Source: an optimization exercise on an open RTL-to-GDS flow (aim: small area). Production flows keep margins and buffers that such runs may drop. Only simulation tests tie the RTL to the original design; equivalence was not proved. The flow treats the clock pin as an ideal source, which a real chip does not have. Power is estimated from default activity; no workload was simulated.

// top_tx_srrc
module top_tx_srrc (
    output [13:0] o_data_i,
    output [13:0] o_data_q,
    input         i_prbs_enable,
    input         i_enable_srrc,
    input         i_soft_reset,
    input         clock
    );
   reg prbs_enable;
   reg enable_srrc;
   reg soft_reset;
   always @(posedge clock) begin
      prbs_enable <= i_prbs_enable;
      enable_srrc <= i_enable_srrc;
      soft_reset  <= ~i_soft_reset;
   end
   wire v8, v1;
   wire bit_i, bit_q;
   tx_fcsg u_tx_fcsg (
      .out_ctrl_valid_8MHz   (v8),
      .out_ctrl_valid_1oTMHz (v1),
      .in_reset              (soft_reset),
      .clock                 (clock)
   );
   prbsx u_prbsx (
      .out_data_i (bit_i),
      .out_data_q (bit_q),
      .in_enable  (prbs_enable & v1),
      .in_reset   (soft_reset),
      .clock      (clock)
   );
   reg [2:0] ph;     
   reg [1:0] pcol;   
   reg [1:0] rot;    
   always @(posedge clock) begin
      if (soft_reset) begin
         ph   <= 3'd0;
         pcol <= 2'd0;
         rot  <= 2'd0;
      end
      else if (enable_srrc) begin
         if (v1)
           ph <= 3'd0;
  ...
For scale: about 32 I/O pins, ~5400 µm² of cells after synthesis.
export LEC_CHECK = 0
export ABC_AREA = 1
export CAP_MARGIN = 20
export CORE_MARGIN = 2
export CORE_UTILIZATION = 84
export GPL_TIMING_DRIVEN = 0
export SLEW_MARGIN = 20
export BUFFER_PORTS_ARGS = -buffer_cell sky130_fd_sc_hd__buf_1
export CTS_ARGS = -sink_clustering_enable -repair_clock_nets -dont_use_dummy_load -buf_list sky130_fd_sc_hd__clkbuf_4 -root_buf sky130_fd_sc_hd__clkbuf_4
export POST_CTS_TCL = /design/flow/flow/post_cts.tcl
create_clock -name core_clock -period 12.0 [get_ports {clock}]
standard.sh (not shown) runs the stock make flow with config.mk's settings and CLKGATE_MAP_FILE= SYNTH_SCRIPT=/design/flow/synth_recipe.tcl, a recipe that flattens the netlist after the stock synthesis.
==> flow/flow/run.sh <==
#!/bin/bash
# Own flow: the standard synthesis, then the combinational logic re-mapped for
# area (registers untouched; full adders kept, their polarities chosen to save
# inverters), then the standard ORFS layout with small port
# buffers and a clock tree of small buffers.
set -euo pipefail
W=$(pwd)
F=$W/flow
R=$W/orfs/results/$FLOW_PLATFORM/top_tx_srrc/base
YOSYS=$FLOW_HOME/../tools/install/yosys/bin/yosys

sed "s#\$(FLOW_FLOW_DIR)#$F#" $F/extra.mk >> $W/config.mk

bash $W/standard.sh synth > $W/flow_synth.log 2>&1

cp $R/1_2_yosys.v $W/std_1_2_yosys.v
export REOPT_LIB=$FLOW_HOME/platforms/$FLOW_PLATFORM/lib/sky130_fd_sc_hd__tt_025C_1v80.lib
export REOPT_TOP=$FLOW_TOP
export REOPT_IN=$W/std_1_2_yosys.v
export REOPT_OUT=$R/1_2_yosys.v
export REOPT_STAT=$W/reopt_stat.txt
export REOPT_DONT_USE="$(sed -n 's/.*DONT_USE_CELLS *+\?= *//p; /^ \+sky130/p' $FLOW_HOME/platforms/$FLOW_PLATFORM/config.mk | tr -d '\\' | tr -s ' \n' ' ')"
export REOPT_POL=$F/fa_polarity.py
export REOPT_TMP=$W
export REOPT_SCRIPT='+strash;dc2;dch,-f;amap;&get,-n;&st;&dch,-f;&nf,-R,1000;&put'
$YOSYS -c $F/reopt.tcl > $W/flow_reopt.log 2>&1
rm -f $R/1_synth.odb $R/1_synth.sdc

bash $W/standard.sh > $W/flow_layout.log 2>&1
==> flow/flow/post_cts.tcl <==
# Resize the clock tree buffers for the clock-pin slew limit: the CTS builds the
# whole tree from one small buffer type; a buffer that drives flip-flop clock
# pins seeing a slew above the target gets the next larger clock buffer, and a
# buffer that drives only buffers is upsized only if their input slew is high.
set target 0.113
set target_tree 0.250
set next(sky130_fd_sc_hd__clkbuf_4) sky130_fd_sc_hd__clkbuf_8
set next(sky130_fd_sc_hd__clkbuf_8) sky130_fd_sc_hd__clkbuf_16
for {set pass 0} {$pass < 3} {incr pass} {
  estimate_parasitics -placement
  set n_up 0
  foreach inst [get_cells clkbuf_*] {
    set net [get_nets -of_objects [get_pins [get_full_name $inst]/X]]
    set worst 0
    set has_ff 0
    foreach p [get_pins -of_objects $net -filter "direction == input"] {
      if {[get_property $p is_register_clock]} { set has_ff 1 }
      set s [get_property $p slew_max]
      if {$s > $worst} { set worst $s }
    }
    set lim [expr {$has_ff ? $target : $target_tree}]
    set ref [get_property $inst ref_name]
    if {$worst > $lim && [info exists next($ref)]} {
      replace_cell $inst $next($ref)
      incr n_up
    }
  }
  puts "post_cts pass $pass: resized $n_up clock buffers"
  if {$n_up == 0} { break }
}
estimate_parasitics -placement
detailed_placement
check_placement -verbose
==> flow/flow/reopt.tcl <==
# Re-map the combinational logic of the standard synthesis netlist for area.
# The registers stay as they are (same instances, names and cell types).
yosys -import
set lib $::env(REOPT_LIB)
set top $::env(REOPT_TOP)
read_liberty -ignore_miss_func $lib
read_verilog $::env(REOPT_IN)
hierarchy -top $top
# sequential cells stay black boxes, so flatten only dissolves combinational cells
foreach c {dfxtp_1 conb_1 fa_1} { blackbox sky130_fd_sc_hd__$c }
flatten
yosys rename -hide w:_*
opt_clean -purge
blackbox sky130_fd_sc_hd__*
opt -purge
# choose full-adder polarities (flow/fa_polarity.py), then map
write_json $::env(REOPT_TMP)/pre_pol.json
puts [exec python3 $::env(REOPT_POL) $::env(REOPT_TMP)/pre_pol.json $::env(REOPT_TMP)/post_pol.json $top]
design -reset
read_json $::env(REOPT_TMP)/post_pol.json
hierarchy -top $top
set du {}
foreach c $::env(REOPT_DONT_USE) { lappend du -dont_use $c }
abc -liberty $lib {*}$du -script $::env(REOPT_SCRIPT)
opt_clean -purge
setundef -zero
hilomap -singleton -hicell sky130_fd_sc_hd__conb_1 HI -locell sky130_fd_sc_hd__conb_1 LO
splitnets
opt_clean -purge
#insbuf
tee -o $::env(REOPT_STAT) stat -liberty $lib
write_verilog -noattr -nohex -nodec $::env(REOPT_OUT)
Other scripts of this flow, unchanged in this note and not shown: flow/flow/extra.mk, flow/flow/fa_polarity.py
The baseline ran to the end with no violations.
Change:
--- a/flow/flow/run.sh
+++ b/flow/flow/run.sh
@@ -24,3 +24,3 @@
 export REOPT_TMP=$W
-export REOPT_SCRIPT='+strash;dc2;dch,-f;amap;&get,-n;&st;&dch,-f;&nf,-R,1000;&put'
+export REOPT_SCRIPT='+strash;dc2;dch,-f;amap'
 $YOSYS -c $F/reopt.tcl > $W/flow_reopt.log 2>&1
--- a/flow/flow/post_cts.tcl
+++ b/flow/flow/post_cts.tcl
@@ -4,3 +4,3 @@
 # buffer that drives only buffers is upsized only if their input slew is high.
-set target 0.113
+set target 0.112
 set target_tree 0.250
--- a/flow/config.mk
+++ b/flow/config.mk
@@ -10,3 +10,3 @@
 export CORE_MARGIN = 2
-export CORE_UTILIZATION = 84
+export CORE_UTILIZATION = 88
 export GPL_TIMING_DRIVEN = 0
This time the run failed in global placement without I/O (3_1_place_gp_skip_io).
Synthesized area rises by about 1.2%.
Synthesized cell count rises by about 13%.
Change:
--- a/flow/flow/run.sh
+++ b/flow/flow/run.sh
@@ -24,3 +24,3 @@
 export REOPT_TMP=$W
-export REOPT_SCRIPT='+strash;dc2;dch,-f;amap'
+export REOPT_SCRIPT='+&get,-n;&st;&dch,-f;&nf,-R,1000;&put'
 $YOSYS -c $F/reopt.tcl > $W/flow_reopt.log 2>&1
--- a/flow/flow/post_cts.tcl
+++ b/flow/flow/post_cts.tcl
@@ -4,3 +4,3 @@
 # buffer that drives only buffers is upsized only if their input slew is high.
-set target 0.112
+set target 0.115
 set target_tree 0.250
--- a/flow/config.mk
+++ b/flow/config.mk
@@ -10,3 +10,3 @@
 export CORE_MARGIN = 2
-export CORE_UTILIZATION = 88
+export CORE_UTILIZATION = 80
 export GPL_TIMING_DRIVEN = 0
Effect:
- The changed run finished with timing, DRC and antenna clean
- area after synthesis rises by about 1.2%
- synthesized cell count decreases by about 5%
Change:
--- a/flow/config.mk
+++ b/flow/config.mk
@@ -10,3 +10,3 @@
 export CORE_MARGIN = 2
-export CORE_UTILIZATION = 80
+export CORE_UTILIZATION = 65
 export GPL_TIMING_DRIVEN = 0
What happened: Worst hold slack is worse by 4.4 ps; design area came out higher by 0.96%; wire length went up by about 3.2%.
Change:
--- a/flow/flow/run.sh
+++ b/flow/flow/run.sh
@@ -24,3 +24,3 @@
 export REOPT_TMP=$W
-export REOPT_SCRIPT='+&get,-n;&st;&dch,-f;&nf,-R,1000;&put'
+export REOPT_SCRIPT='+strash;dc2;dch,-f;amap'
 $YOSYS -c $F/reopt.tcl > $W/flow_reopt.log 2>&1
--- a/flow/flow/post_cts.tcl
+++ b/flow/flow/post_cts.tcl
@@ -4,3 +4,3 @@
 # buffer that drives only buffers is upsized only if their input slew is high.
-set target 0.115
+set target 0.110
 set target_tree 0.250
--- a/flow/config.mk
+++ b/flow/config.mk
@@ -10,3 +10,3 @@
 export CORE_MARGIN = 2
-export CORE_UTILIZATION = 65
+export CORE_UTILIZATION = 80
 export GPL_TIMING_DRIVEN = 0
The changed run completed with no timing, DRC or antenna violations.
Cell count went up by 0.88%.
Core utilization went up by 15 points.
Final area went down by 1.8%.
Clock power barely changes.
Total power went down by 6.5%.
Die area went down by 19%.
Worst setup slack loses 620 ps.
Sequential share of layout area went up by 0.68 points.
First-iteration DRC count went up by 120%.
Combinational power went down by 17%.
Routed wire length went up by 9.5%.


Another version of the RTL of top_tx_srrc (not shown whole).
Size: about 660 cells after synthesis.
==> flow/config.mk <==
export PLATFORM = sky130hd
export DESIGN_NAME = top_tx_srrc
export DESIGN_NICKNAME = top_tx_srrc
export VERILOG_FILES = /design/flow/design.v
export SDC_FILE = /design/flow/constraint.sdc
export NUM_CORES = 4
export LEC_CHECK = 0
export ABC_AREA = 1
export CAP_MARGIN = 0
export CORE_MARGIN = 2
export CORE_UTILIZATION = 65
export GPL_TIMING_DRIVEN = 0
export SLEW_MARGIN = 0

# Settings of this version's own flow (appended to bench's config.mk by run.sh)
# port buffers: the smallest buffer
export BUFFER_PORTS_ARGS = -buffer_cell sky130_fd_sc_hd__buf_1
# clock tree: small buffers, no dummy loads
export CTS_ARGS = -sink_clustering_enable -repair_clock_nets -dont_use_dummy_load -buf_list sky130_fd_sc_hd__clkbuf_4 -root_buf sky130_fd_sc_hd__clkbuf_4
# clock tree: upsize the buffers whose sinks see a high slew (flow/post_cts.tcl)
export POST_CTS_TCL = /design/flow/flow/post_cts.tcl
==> flow/constraint.sdc <==
create_clock -name core_clock -period 12.0 [get_ports {clock}]
set_input_delay 2.4000 -clock core_clock [delete_from_list [all_inputs] [get_ports {clock}]]
set_output_delay 2.4000 -clock core_clock [all_outputs]
set_load 0.01 [all_outputs]
==> flow/flow/run.sh <==
#!/bin/bash
# Own flow: the standard synthesis, then the combinational logic re-mapped for
# area (registers untouched), then the standard ORFS layout with small port
# buffers and a clock tree of small buffers.
set -euo pipefail
W=$(pwd)
F=$W/flow
R=$W/orfs/results/$FLOW_PLATFORM/top_tx_srrc/base
YOSYS=$FLOW_HOME/../tools/install/yosys/bin/yosys

sed "s#\$(FLOW_FLOW_DIR)#$F#" $F/extra.mk >> $W/config.mk

bash $W/standard.sh synth > $W/flow_synth.log 2>&1

cp $R/1_2_yosys.v $W/std_1_2_yosys.v
export REOPT_LIB=$FLOW_HOME/platforms/$FLOW_PLATFORM/lib/sky130_fd_sc_hd__tt_025C_1v80.lib
export REOPT_TOP=$FLOW_TOP
export REOPT_IN=$W/std_1_2_yosys.v
export REOPT_OUT=$R/1_2_yosys.v
export REOPT_STAT=$W/reopt_stat.txt
export REOPT_DONT_USE="$(sed -n 's/.*DONT_USE_CELLS *+\?= *//p; /^ \+sky130/p' $FLOW_HOME/platforms/$FLOW_PLATFORM/config.mk | tr -d '\\' | tr -s ' \n' ' ')"
export REOPT_SCRIPT='+&get,-n;&st;&dch,-f;&nf,-R,1000;&put'
$YOSYS -c $F/reopt.tcl > $W/flow_reopt.log 2>&1
rm -f $R/1_synth.odb $R/1_synth.sdc

bash $W/standard.sh > $W/flow_layout.log 2>&1
Other scripts of this flow, unchanged in this note and not shown: flow/flow/extra.mk, flow/flow/post_cts.tcl, flow/flow/reopt.tcl
The starting point finished clean.
Edit:
- CAP_MARGIN: 0 -> 20
- SLEW_MARGIN: 0 -> 20
After rerunning:
- The changed run finished clean
- count of clock-buffer cells in the layout stays the same
- area after synthesis does not change
- via count came out lower by 2.9%
- setup slack gets better by 0.072 ns
- first-iteration DRC count went down by 9.8%

==> what the ideal ports hide <==
How much do the figures lean on ideal ports? The routed layouts below were timed once more, with nothing changed but the port constraints. Step 1, drivers: a clkbuf_16 drives clock and a buf_2 each remaining input, both assumed. Step 2 moves the port delays by t, midway between the first and last clock arrival at a register: inputs arrive t later, outputs are due t later. That takes back most of the time a late clock gives input paths. Three values: no drivers, after step 1, after step 2; two values: the first two.
| run | t (ns) | setup WS [ns] | slew at the worst register clock pin (ns) | cell pins on the clock port's net |
|---|---|---|---|---|
| the first run of note 1 | 0.486 | 1.215 / 1.215 / 1.215 | 0.10 / 0.10 | 1 |
| the third run of note 1 | 0.479 | 0.814 / 0.814 / 0.814 | 0.12 / 0.12 | 1 |
| the fourth run of note 1 | 0.485 | 1.234 / 1.234 / 1.234 | 0.11 / 0.11 | 1 |
| the fifth run of note 1 | 0.484 | 0.609 / 0.609 / 0.609 | 0.10 / 0.10 | 1 |
| the first run of note 2 | 0.360 | 0.458 / 0.458 / 0.458 | 0.11 / 0.11 | 1 |
| the second run of note 2 | 0.388 | 0.530 / 0.530 / 0.530 | 0.11 / 0.11 | 1 |
After both steps every run listed still meets setup and hold.
